What follows belongs to an exercise in optimizing a design on an open flow for small area; a production flow would make more cautious choices. Only simulation tests tie the RTL to the original design; equivalence was not proved. Power and IR drop assume default switching activity.

==> inputs of 12-24 <==
==> flow/design.v <==
module comp(A,B,lt);
        input [15:0] A,B;
        output lt;
        wire [16:0] c;
        assign c[0] = 1'b0;
        genvar i;
        generate for (i = 0; i < 16; i = i + 1) begin : g
            assign c[i+1] = (~A[i] & B[i]) | (~A[i] & c[i]) | (B[i] & c[i]);
        end endgenerate
        assign lt = c[16];
endmodule
module calc_xor(data1,data2,out);
        input [15:0] data1,data2;
        output [15:0] out;
        assign out = data1 ^ data2;
endmodule
module right_shift(X,shift,a15,R);
        input [15:0] X;
        input [3:0] shift;
        input a15;
        output [15:0] R;
        wire [3:0] top = {shift[3] | shift[2], shift[3], shift[3] & shift[2], 1'b0};   
        wire [15:0] xs = {top[3] ? {4{a15}} : X[15:12], top[2] ? {4{a15}} : X[11:8],
                          top[1] ? {4{a15}} : X[7:4], X[3:0]};
        wire s = xs[15];
        wire [15:0] asr = shift[1] ? (shift[0] ? {{3{s}}, xs[15:3]} : {{2{s}}, xs[15:2]})
                                   : (shift[0] ? {s, xs[15:1]} : xs);
        wire [15:0] z = (shift == 4'd8) ? 16'hfc00 : shift[3] ? 16'h8000 : 16'h0000;
        assign R = asr & ~z;
endmodule
module lcd_driver(l1,l2,shown,clk,rst,ph,LCD_RS,LCD_W,LCD_E,databits);
    input [15:0] l1, l2;
    input shown, clk, rst;
    output [1:0] ph;
    output reg LCD_E, LCD_RS;
    output LCD_W;
    output reg [3:0] databits;
    assign LCD_W = 1'b0;
    reg [4:0] counter;
    reg [1:0] sub;
    reg [6:0] m;
    assign ph = counter[1:0];
    wire ischar = m[5];
    wire [31:0] lbits = {l2, l1};
    wire bitv = lbits[{m[6], ~m[4:1]}];
    wire [3:0] ci = m[3:0];
    wire [3:0] cmd;
    assign cmd[3] = m[6] ? (ci == 4'd0) : ((ci == 4'd5) | (ci == 4'd9) | (ci == 4'd12));
    assign cmd[2] = m[6] ? (ci == 4'd0) : ((ci == 4'd7) | (ci == 4'd9));
    assign cmd[1] = ~m[6] & ((ci <= 4'd4) | (ci == 4'd7));
    assign cmd[0] = ~m[6] & ((ci <= 4'd2) | (ci == 4'd11));
    wire [6:0] m_next = (m == 7'd13) ? 7'd32 : (m == 7'd65) ? 7'd96 : m + 1'b1;
    always @(posedge clk) begin
      if (rst) begin
        counter <= 0; sub <= 0; m <= 0;
        LCD_E <= 0; LCD_RS <= 0; databits <= 0;
      end else begin
        counter <= counter + 1'b1;
        if (counter == 5'd31) begin
            if (sub == 2'd0) LCD_E <= 1'b0;
            if (sub == 2'd2) LCD_E <= 1'b1;
            if (sub == 2'd1) begin
                LCD_RS <= ischar;
                databits <= ~ischar ? cmd : m[0] ? {3'b000, bitv & shown} : {2'b00, shown, shown};
            end
            if (sub == 2'd2) begin
                sub <= 2'd0;
                m <= m_next;
            end else sub <= sub + 1'b1;
        end
      end
    end
endmodule
module calc_interface(bits,clk,rst,rot,reset,ph,l1,l2,shown);
        input [3:0]bits;
        input clk,rst,rot,reset;
        input [1:0] ph;
        output reg [15:0] l1, l2;
        output reg shown;
        reg prev;
        reg [1:0] phs;
        reg [2:0] op;
        reg [3:0] count;
        reg [15:0] w_data;
        reg [4:0] r_addr1, r_addr2, w_addr;
        reg [3:0] shift;
        wire click = ~prev & rot;
        wire idle = (phs == 2'd0), opnd = (phs == 2'd1), exec = (phs == 2'd2), disp = (phs == 2'd3);
        reg [15:0] word [0:31];
        reg clr;                  
        reg wact, wsel;           
        reg [1:0] wcnt;
        wire trig_a = (click & exec & (op == 3'd0)) |
                      ((click | reset) & disp & ((op == 3'd3) | (op == 3'd4)));
        wire trig_b = click & disp & (op >= 3'd5);
        wire wr = trig_a | wact;
        wire [15:0] wsrc = (wsel & ~trig_a) ? l2 : w_data;
        wire [3:0] wnib = (rst | clr) ? 4'd0 : wsrc[{ph, 2'b00} +: 4];
        integer k;
        always @(posedge clk) begin
            for (k = 0; k < 32; k = k + 1)
                word[k] <= {((rst | clr | (wr & (w_addr == k))) ? wnib : word[k][3:0]), word[k][15:4]};
        end
        always @(posedge clk) begin
            if (rst) begin clr <= 1'b1; wact <= 1'b0; wsel <= 1'b0; wcnt <= 2'd0; end
            else begin
                if (ph == 2'd3) clr <= 1'b0;
                if (trig_a) begin wact <= 1'b1; wsel <= 1'b0; wcnt <= 2'd2; end
                else if (trig_b) begin wact <= 1'b1; wsel <= 1'b1; wcnt <= 2'd3; end
                else if (wact) begin
                    if (wcnt == 2'd0) wact <= 1'b0;
                    wcnt <= wcnt - 1'b1;
                end
            end
        end
        wire selb = (exec | disp) & ((op == 3'd2) | (op == 3'd4) | (op == 3'd5) | (op == 3'd6));
        wire [3:0] cur = word[selb ? r_addr2 : r_addr1][3:0];
        wire [1:0] noff = ((op == 3'd7) & ~idle) ? shift[3:2] : 2'd0;
        wire [1:0] q = ph - noff;
        reg [15:0] a_hold, b_hold;
        always @(posedge clk) begin
            if (~selb) a_hold[{q, 2'b00} +: 4] <= cur;
            if (selb) b_hold[{ph, 2'b00} +: 4] <= cur;
        end
        reg [15:0] ra, rb;
        always @* begin
            ra = a_hold;
            if (~selb) ra[{q, 2'b00} +: 4] = cur;
            rb = b_hold;
            if (selb) rb[{ph, 2'b00} +: 4] = cur;
        end
        wire [1:0] s3 = 2'd3 - noff;      
        wire a15 = ra[{s3, 2'b11}];
        wire [15:0] cmp_res, xor_res, s_res;
        comp C0(ra, rb, cmp_res[0]);
        assign cmp_res[15:1] = 15'd0;
        calc_xor X0(ra, rb, xor_res);
        right_shift S0(ra, shift, a15, s_res);
        reg [15:0] n1, n2;
        always @* begin
            n1 = {11'd0, w_addr};
            n2 = w_data;
            case (op)
              3'd1, 3'd3: begin n1 = {11'd0, r_addr1}; n2 = ra; end
              3'd2, 3'd4: begin n1 = ra; n2 = rb; end
              3'd5: n2 = cmp_res;
              3'd6: n2 = xor_res;
              3'd7: n2 = s_res;
              default: ;
            endcase
        end
        wire show = click & disp;
        always @(posedge clk) begin
            if (show) begin l1 <= n1; l2 <= n2; end
            if (rst) shown <= 1'b0; else if (show) shown <= 1'b1;
        end
        wire c0 = (count == 4'd0), c1 = (count == 4'd1), c2 = (count == 4'd2), c3 = (count == 4'd3),
             c4 = (count == 4'd4), c5 = (count == 4'd5), c6 = (count == 4'd6), c7 = (count == 4'd7),
             c8 = (count == 4'd8), c9 = (count == 4'd9);
        wire o0 = (op == 3'd0), o1 = (op == 3'd1), o2 = (op == 3'd2), o3 = (op == 3'd3),
             o4 = (op == 3'd4), o56 = (op == 3'd5) | (op == 3'd6), o7 = (op == 3'd7);
        wire f_r1lo = ~o0 & c0;
        wire f_r1hi = ~o0 & c1;
        wire f_r2lo = (o2 | o4 | o56) & c2;
        wire f_r2hi = (o2 | o4 | o56) & c3;
        wire f_wlo = (o0 & c0) | ((o3 | o7) & c2) | ((o4 | o56) & c4);
        wire f_whi = (o0 & c1) | ((o3 | o7) & c3) | ((o4 | o56) & c5);
        wire f_sh = o7 & c4;
        wire [3:0] f_d = o0 ? {c5, c4, c3, c2} : o3 ? {c7, c6, c5, c4} : o4 ? {c9, c8, c7, c6} : 4'd0;
        wire fin = (o0 & c5) | (o1 & c1) | (o2 & c3) | (o3 & c7) | (o4 & c9) | (o56 & c5) | (o7 & c4);
        wire valid = (o0 & (count <= 4'd5)) | (o1 & (count <= 4'd1)) | (o2 & (count <= 4'd3)) |
                     (o3 & (count <= 4'd7)) | (o4 & (count <= 4'd9)) | (o56 & (count <= 4'd5)) |
                     (o7 & (count <= 4'd4));
        wire oc = click & opnd;           
        wire [3:0] bz = bits & {4{~rst}};
        wire ld_r1lo = rst | (oc & f_r1lo), ld_r1hi = rst | (oc & f_r1hi);
        wire ld_r2lo = rst | (oc & f_r2lo), ld_r2hi = rst | (oc & f_r2hi);
        wire ld_wlo = rst | (oc & f_wlo), ld_whi = rst | (oc & f_whi);
        wire [3:0] ld_d = {4{rst}} | ({4{oc}} & f_d);
        always @(posedge clk) begin
            if (ld_r1lo) r_addr1[3:0] <= bz;
            if (ld_r1hi) r_addr1[4] <= bz[0];
            if (ld_r2lo) r_addr2[3:0] <= bz;
            if (ld_r2hi) r_addr2[4] <= bz[0];
            if (ld_wlo) w_addr[3:0] <= bz;
            if (ld_whi) w_addr[4] <= bz[0];
            if (ld_d[0]) w_data[3:0] <= bz;
            if (ld_d[1]) w_data[7:4] <= bz;
            if (ld_d[2]) w_data[11:8] <= bz;
            if (ld_d[3]) w_data[15:12] <= bz;
            if (oc & f_sh) shift <= bits;   
        end
        always @(posedge clk) begin
            if (rst) begin
                prev <= 1'b1; phs <= 2'd0; count <= 4'd0;
            end else begin
                prev <= rot;
                if (reset) begin count <= 4'd0; phs <= 2'd0; end
                if (click) begin
                    if (idle) begin phs <= 2'd1; op <= bits[2:0]; end
                    else if (opnd) begin
                        if (valid) begin
                            count <= fin ? 4'd0 : count + 4'd1;
                            if (fin) phs <= 2'd2;
                        end
                    end
                    else if (exec) phs <= 2'd3;
                    else phs <= 2'd0;
                end
            end
        end
endmodule
module detector(clk,rst,rot_a,rot_b,rot);
        input clk,rst,rot_a,rot_b;
        output reg rot;
        always@(posedge clk) begin
                if(rst) rot <= 1'b0;
                else if(rot_a & rot_b) rot <= 1'b1;
                else if(~rot_a & ~rot_b) rot <= 1'b0;
        end
endmodule
module top(bits,clk,rst,rot_a,rot_b,reset,lcd_rs,lcd_w,lcd_e,databits);
        input [3:0]bits;
        input clk,rot_a,rot_b,reset;
        input rst;  
        output lcd_rs,lcd_w,lcd_e;
        output [3:0]databits;
        wire rot;
        wire [15:0] l1, l2;
        wire shown;
        detector D0(clk,rst,rot_a,rot_b,rot);
        wire [1:0] ph;
        calc_interface I0(bits,clk,rst,rot,reset,ph,l1,l2,shown);
        lcd_driver L0(l1,l2,shown,clk,rst,ph,lcd_rs,lcd_w,lcd_e,databits);
endmodule
==> flow/run.sh <==
#!/bin/bash
# synth_recipe.tcl (not shown) runs the flow's synth.tcl, then flattens the netlist and writes it again
# the make line also repeats each setting of config.mk as NAME=value (left out here)
make -C /OpenROAD-flow-scripts/flow DESIGN_CONFIG=/design/flow/config.mk WORK_HOME=/design/flow/orfs CLKGATE_MAP_FILE= SYNTH_SCRIPT=/design/flow/synth_recipe.tcl finish
==> flow/config.mk <==
export PLATFORM = sky130hd
export DESIGN_NAME = top
export DESIGN_NICKNAME = top
export VERILOG_FILES = /design/flow/design.v
export SDC_FILE = /design/flow/constraint.sdc
export NUM_CORES = 4
export LEC_CHECK = 0
export ABC_AREA = 1
export CAP_MARGIN = 20
export CORE_MARGIN = 2
export CORE_UTILIZATION = 55
export CTS_BUF_LIST = sky130_fd_sc_hd__clkbuf_8
export CTS_CLUSTER_DIAMETER = 100
export CTS_CLUSTER_SIZE = 16
export SLEW_MARGIN = 20
==> flow/constraint.sdc <==
create_clock -name core_clock -period 6.5 [get_ports {clk}]
set_input_delay 1.3000 -clock core_clock [delete_from_list [all_inputs] [get_ports {clk}]]
set_output_delay 1.3000 -clock core_clock [all_outputs]
set_load 0.01 [all_outputs]
==> 09-27 (differences from 12-24) <==
Settings changed: CORE_UTILIZATION 55 to 70, PLACE_DENSITY set to 0.75.
==> 03-05 (differences from 12-24) <==
--- a/flow/design.v
+++ b/flow/design.v
@@ -1,32 +1,21 @@
 module comp(A,B,lt);
         input [15:0] A,B;
         output lt;
-        wire [16:0] c;
-        assign c[0] = 1'b0;
-        genvar i;
-        generate for (i = 0; i < 16; i = i + 1) begin : g
-            assign c[i+1] = (~A[i] & B[i]) | (~A[i] & c[i]) | (B[i] & c[i]);
-        end endgenerate
-        assign lt = c[16];
+        assign lt = A < B;
 endmodule
 module calc_xor(data1,data2,out);
         input [15:0] data1,data2;
         output [15:0] out;
         assign out = data1 ^ data2;
 endmodule
-module right_shift(X,shift,a15,R);
-        input [15:0] X;
+module right_shift(A,shift,R);
+        input [15:0] A;
         input [3:0] shift;
-        input a15;
         output [15:0] R;
-        wire [3:0] top = {shift[3] | shift[2], shift[3], shift[3] & shift[2], 1'b0};   
-        wire [15:0] xs = {top[3] ? {4{a15}} : X[15:12], top[2] ? {4{a15}} : X[11:8],
-                          top[1] ? {4{a15}} : X[7:4], X[3:0]};
-        wire s = xs[15];
-        wire [15:0] asr = shift[1] ? (shift[0] ? {{3{s}}, xs[15:3]} : {{2{s}}, xs[15:2]})
-                                   : (shift[0] ? {s, xs[15:1]} : xs);
-        wire [15:0] z = (shift == 4'd8) ? 16'hfc00 : shift[3] ? 16'h8000 : 16'h0000;
-        assign R = asr & ~z;
+        wire [15:0] lo = A >> shift;
+        wire [15:0] fill = ~(16'hffff >> shift);
+        wire [15:0] mask = (shift == 4'd8) ? 16'h0300 : shift[3] ? 16'h7fff : 16'hffff;
+        assign R = lo | (fill & mask & {16{A[15]}});
 endmodule
 module lcd_driver(l1,l2,shown,clk,rst,ph,LCD_RS,LCD_W,LCD_E,databits);
     input [15:0] l1, l2;
@@ -43,12 +32,19 @@
     wire ischar = m[5];
     wire [31:0] lbits = {l2, l1};
     wire bitv = lbits[{m[6], ~m[4:1]}];
-    wire [3:0] ci = m[3:0];
-    wire [3:0] cmd;
-    assign cmd[3] = m[6] ? (ci == 4'd0) : ((ci == 4'd5) | (ci == 4'd9) | (ci == 4'd12));
-    assign cmd[2] = m[6] ? (ci == 4'd0) : ((ci == 4'd7) | (ci == 4'd9));
-    assign cmd[1] = ~m[6] & ((ci <= 4'd4) | (ci == 4'd7));
-    assign cmd[0] = ~m[6] & ((ci <= 4'd2) | (ci == 4'd11));
+    reg [3:0] cmd;
+    always @* begin
+        case ({m[6], m[3:0]})
+          5'd0, 5'd1, 5'd2: cmd = 4'h3;
+          5'd3, 5'd4: cmd = 4'h2;
+          5'd5, 5'd12: cmd = 4'h8;
+          5'd7: cmd = 4'h6;
+          5'd9: cmd = 4'hC;
+          5'd11: cmd = 4'h1;
+          5'd16: cmd = 4'hC;
+          default: cmd = 4'h0;
+        endcase
+    end
     wire [6:0] m_next = (m == 7'd13) ? 7'd32 : (m == 7'd65) ? 7'd96 : m + 1'b1;
     always @(posedge clk) begin
       if (rst) begin
@@ -115,27 +111,25 @@
         end
         wire selb = (exec | disp) & ((op == 3'd2) | (op == 3'd4) | (op == 3'd5) | (op == 3'd6));
         wire [3:0] cur = word[selb ? r_addr2 : r_addr1][3:0];
-        wire [1:0] noff = ((op == 3'd7) & ~idle) ? shift[3:2] : 2'd0;
-        wire [1:0] q = ph - noff;
-        reg [15:0] a_hold, b_hold;
-        always @(posedge clk) begin
-            if (~selb) a_hold[{q, 2'b00} +: 4] <= cur;
-            if (selb) b_hold[{ph, 2'b00} +: 4] <= cur;
-        end
-        reg [15:0] ra, rb;
+        reg [15:0] a_hold;
+        reg [11:0] b_cap;
+        always @(posedge clk) begin
+            if (~selb) a_hold[{ph, 2'b00} +: 4] <= cur;
+            b_cap <= {cur, b_cap[11:4]};
+        end
+        reg [15:0] ra;
         always @* begin
             ra = a_hold;
-            if (~selb) ra[{q, 2'b00} +: 4] = cur;
-            rb = b_hold;
-            if (selb) rb[{ph, 2'b00} +: 4] = cur;
-        end
-        wire [1:0] s3 = 2'd3 - noff;      
-        wire a15 = ra[{s3, 2'b11}];
+            if (~selb) ra[{ph, 2'b00} +: 4] = cur;
+        end
+        wire [15:0] b_raw = {cur, b_cap};
+        wire [31:0] b_dbl = {b_raw, b_raw} << {ph, 2'b00};
+        wire [15:0] rb = b_dbl[27:12];
         wire [15:0] cmp_res, xor_res, s_res;
         comp C0(ra, rb, cmp_res[0]);
         assign cmp_res[15:1] = 15'd0;
         calc_xor X0(ra, rb, xor_res);
-        right_shift S0(ra, shift, a15, s_res);
+        right_shift S0(ra, shift, s_res);
         reg [15:0] n1, n2;
         always @* begin
             n1 = {11'd0, w_addr};
@@ -154,23 +148,59 @@
             if (show) begin l1 <= n1; l2 <= n2; end
             if (rst) shown <= 1'b0; else if (show) shown <= 1'b1;
         end
-        wire c0 = (count == 4'd0), c1 = (count == 4'd1), c2 = (count == 4'd2), c3 = (count == 4'd3),
-             c4 = (count == 4'd4), c5 = (count == 4'd5), c6 = (count == 4'd6), c7 = (count == 4'd7),
-             c8 = (count == 4'd8), c9 = (count == 4'd9);
-        wire o0 = (op == 3'd0), o1 = (op == 3'd1), o2 = (op == 3'd2), o3 = (op == 3'd3),
-             o4 = (op == 3'd4), o56 = (op == 3'd5) | (op == 3'd6), o7 = (op == 3'd7);
-        wire f_r1lo = ~o0 & c0;
-        wire f_r1hi = ~o0 & c1;
-        wire f_r2lo = (o2 | o4 | o56) & c2;
-        wire f_r2hi = (o2 | o4 | o56) & c3;
-        wire f_wlo = (o0 & c0) | ((o3 | o7) & c2) | ((o4 | o56) & c4);
-        wire f_whi = (o0 & c1) | ((o3 | o7) & c3) | ((o4 | o56) & c5);
-        wire f_sh = o7 & c4;
-        wire [3:0] f_d = o0 ? {c5, c4, c3, c2} : o3 ? {c7, c6, c5, c4} : o4 ? {c9, c8, c7, c6} : 4'd0;
-        wire fin = (o0 & c5) | (o1 & c1) | (o2 & c3) | (o3 & c7) | (o4 & c9) | (o56 & c5) | (o7 & c4);
-        wire valid = (o0 & (count <= 4'd5)) | (o1 & (count <= 4'd1)) | (o2 & (count <= 4'd3)) |
-                     (o3 & (count <= 4'd7)) | (o4 & (count <= 4'd9)) | (o56 & (count <= 4'd5)) |
-                     (o7 & (count <= 4'd4));
+        reg f_r1lo, f_r1hi, f_r2lo, f_r2hi, f_wlo, f_whi, f_sh, fin;
+        reg [3:0] f_d;    
+        reg valid;
+        always @* begin
+            {f_r1lo, f_r1hi, f_r2lo, f_r2hi, f_wlo, f_whi, f_sh, fin} = 8'd0;
+            f_d = 4'd0; valid = 1'b1;
+            case (op)
+              3'd0: case (count)
+                      4'd0: f_wlo = 1'b1; 4'd1: f_whi = 1'b1;
+                      4'd2: f_d[0] = 1'b1; 4'd3: f_d[1] = 1'b1; 4'd4: f_d[2] = 1'b1;
+                      4'd5: begin f_d[3] = 1'b1; fin = 1'b1; end
+                      default: valid = 1'b0;
+                    endcase
+              3'd1: case (count)
+                      4'd0: f_r1lo = 1'b1;
+                      4'd1: begin f_r1hi = 1'b1; fin = 1'b1; end
+                      default: valid = 1'b0;
+                    endcase
+              3'd2: case (count)
+                      4'd0: f_r1lo = 1'b1; 4'd1: f_r1hi = 1'b1; 4'd2: f_r2lo = 1'b1;
+                      4'd3: begin f_r2hi = 1'b1; fin = 1'b1; end
+                      default: valid = 1'b0;
+                    endcase
+              3'd3: case (count)
+                      4'd0: f_r1lo = 1'b1; 4'd1: f_r1hi = 1'b1;
+                      4'd2: f_wlo = 1'b1; 4'd3: f_whi = 1'b1;
+                      4'd4: f_d[0] = 1'b1; 4'd5: f_d[1] = 1'b1; 4'd6: f_d[2] = 1'b1;
+                      4'd7: begin f_d[3] = 1'b1; fin = 1'b1; end
+                      default: valid = 1'b0;
+                    endcase
+              3'd4: case (count)
+                      4'd0: f_r1lo = 1'b1; 4'd1: f_r1hi = 1'b1;
+                      4'd2: f_r2lo = 1'b1; 4'd3: f_r2hi = 1'b1;
+                      4'd4: f_wlo = 1'b1; 4'd5: f_whi = 1'b1;
+                      4'd6: f_d[0] = 1'b1; 4'd7: f_d[1] = 1'b1; 4'd8: f_d[2] = 1'b1;
+                      4'd9: begin f_d[3] = 1'b1; fin = 1'b1; end
+                      default: valid = 1'b0;
+                    endcase
+              3'd5, 3'd6: case (count)
+                      4'd0: f_r1lo = 1'b1; 4'd1: f_r1hi = 1'b1;
+                      4'd2: f_r2lo = 1'b1; 4'd3: f_r2hi = 1'b1;
+                      4'd4: f_wlo = 1'b1;
+                      4'd5: begin f_whi = 1'b1; fin = 1'b1; end
+                      default: valid = 1'b0;
+                    endcase
+              default: case (count)
+                      4'd0: f_r1lo = 1'b1; 4'd1: f_r1hi = 1'b1;
+                      4'd2: f_wlo = 1'b1; 4'd3: f_whi = 1'b1;
+                      4'd4: begin f_sh = 1'b1; fin = 1'b1; end
+                      default: valid = 1'b0;
+                    endcase
+            endcase
+        end
         wire oc = click & opnd;           
         wire [3:0] bz = bits & {4{~rst}};
         wire ld_r1lo = rst | (oc & f_r1lo), ld_r1hi = rst | (oc & f_r1hi);
Settings changed: CORE_UTILIZATION 55 to 70, CTS_BUF_LIST sky130_fd_sc_hd__clkbuf_8 to sky130_fd_sc_hd__clkbuf_16, CTS_CLUSTER_SIZE 16 to 30.
==> run notes <==
quantity                                                                            12-24       09-27       03-05
Die extent in x                                                                    200 um      178 um      183 um
Outcome                                                          timing/DRC/antenna clean  timing/DRC/antenna clean  timing/DRC/antenna clean
Combinational power                                                                345 uW      343 uW      435 uW
Multi-input combinational cell count                                                 1312        1312        1286
Chip height                                                                        200 um      178 um      183 um
Worst slack after detailed placement                                             0.834 ns    0.667 ns     1.32 ns
Vias after detailed routing                                                         14954       15469       15500
Total core area                                                                0.0378 mm2  0.0296 mm2  0.0316 mm2
Worst reg2reg path startpoint                                                    I0.op[1]    I0.op[2]    I0.op[2]
Basic-gate share of the synthesized area counting and, or, nand and nor cells       17.5%       17.5%       17.6%
Via density per instance                                                             5.38        5.81        6.02
Critical Path Slowest Stage Cell                                                   nor2_2      nor2_2      nor2_4
FP Rows                                                                                71          63          65
Leakage power total                                                            0.00926 uW  0.00929 uW  0.00983 uW
Adder-cell area share of the yosys netlist                                          2.25%       2.25%       1.84%
Clock buffer count in the final layout                                                 46          46          27
Cell at the root of the clock tree                                               clkbuf_8    clkbuf_8   clkbuf_16
Clk sink count                                                                        648         648         667

## separate check: timing with driven ports
No port has a modelled driver above. Below, the same layouts with a new extraction and two added sets of constraints. Step 1 sets driving cells, clkbuf_16 on the clock port and buf_2 on the other inputs (assumed; they add their load-dependent delay and slew). Step 2 moves the port delays by t, midway between the first and last clock arrival at a register: inputs arrive t later, outputs are due t later. That takes back most of the time a late clock gives input paths. Slacks: ideal / step 1 / step 2; pairs: ideal / step 1.
run	shift t [ns]	setup WS [ns]	slew at the worst register clock pin (ns)	worst data-port slew with drivers (ns)	cell pins on the clock port's net
12-24	0.707	0.719 / 0.719 / 0.719	0.12 / 0.12	0.03	1
09-27	0.658	0.734 / 0.734 / 0.734	0.11 / 0.11	0.04	1
03-05	0.629	1.414 / 1.414 / 1.204	0.12 / 0.12	0.04	1
After both steps setup and hold are still met in every run listed. For 03-05, which loses most, drivers alone change the setup slack by 0.000 ns; drivers and shift together by -0.210 ns.
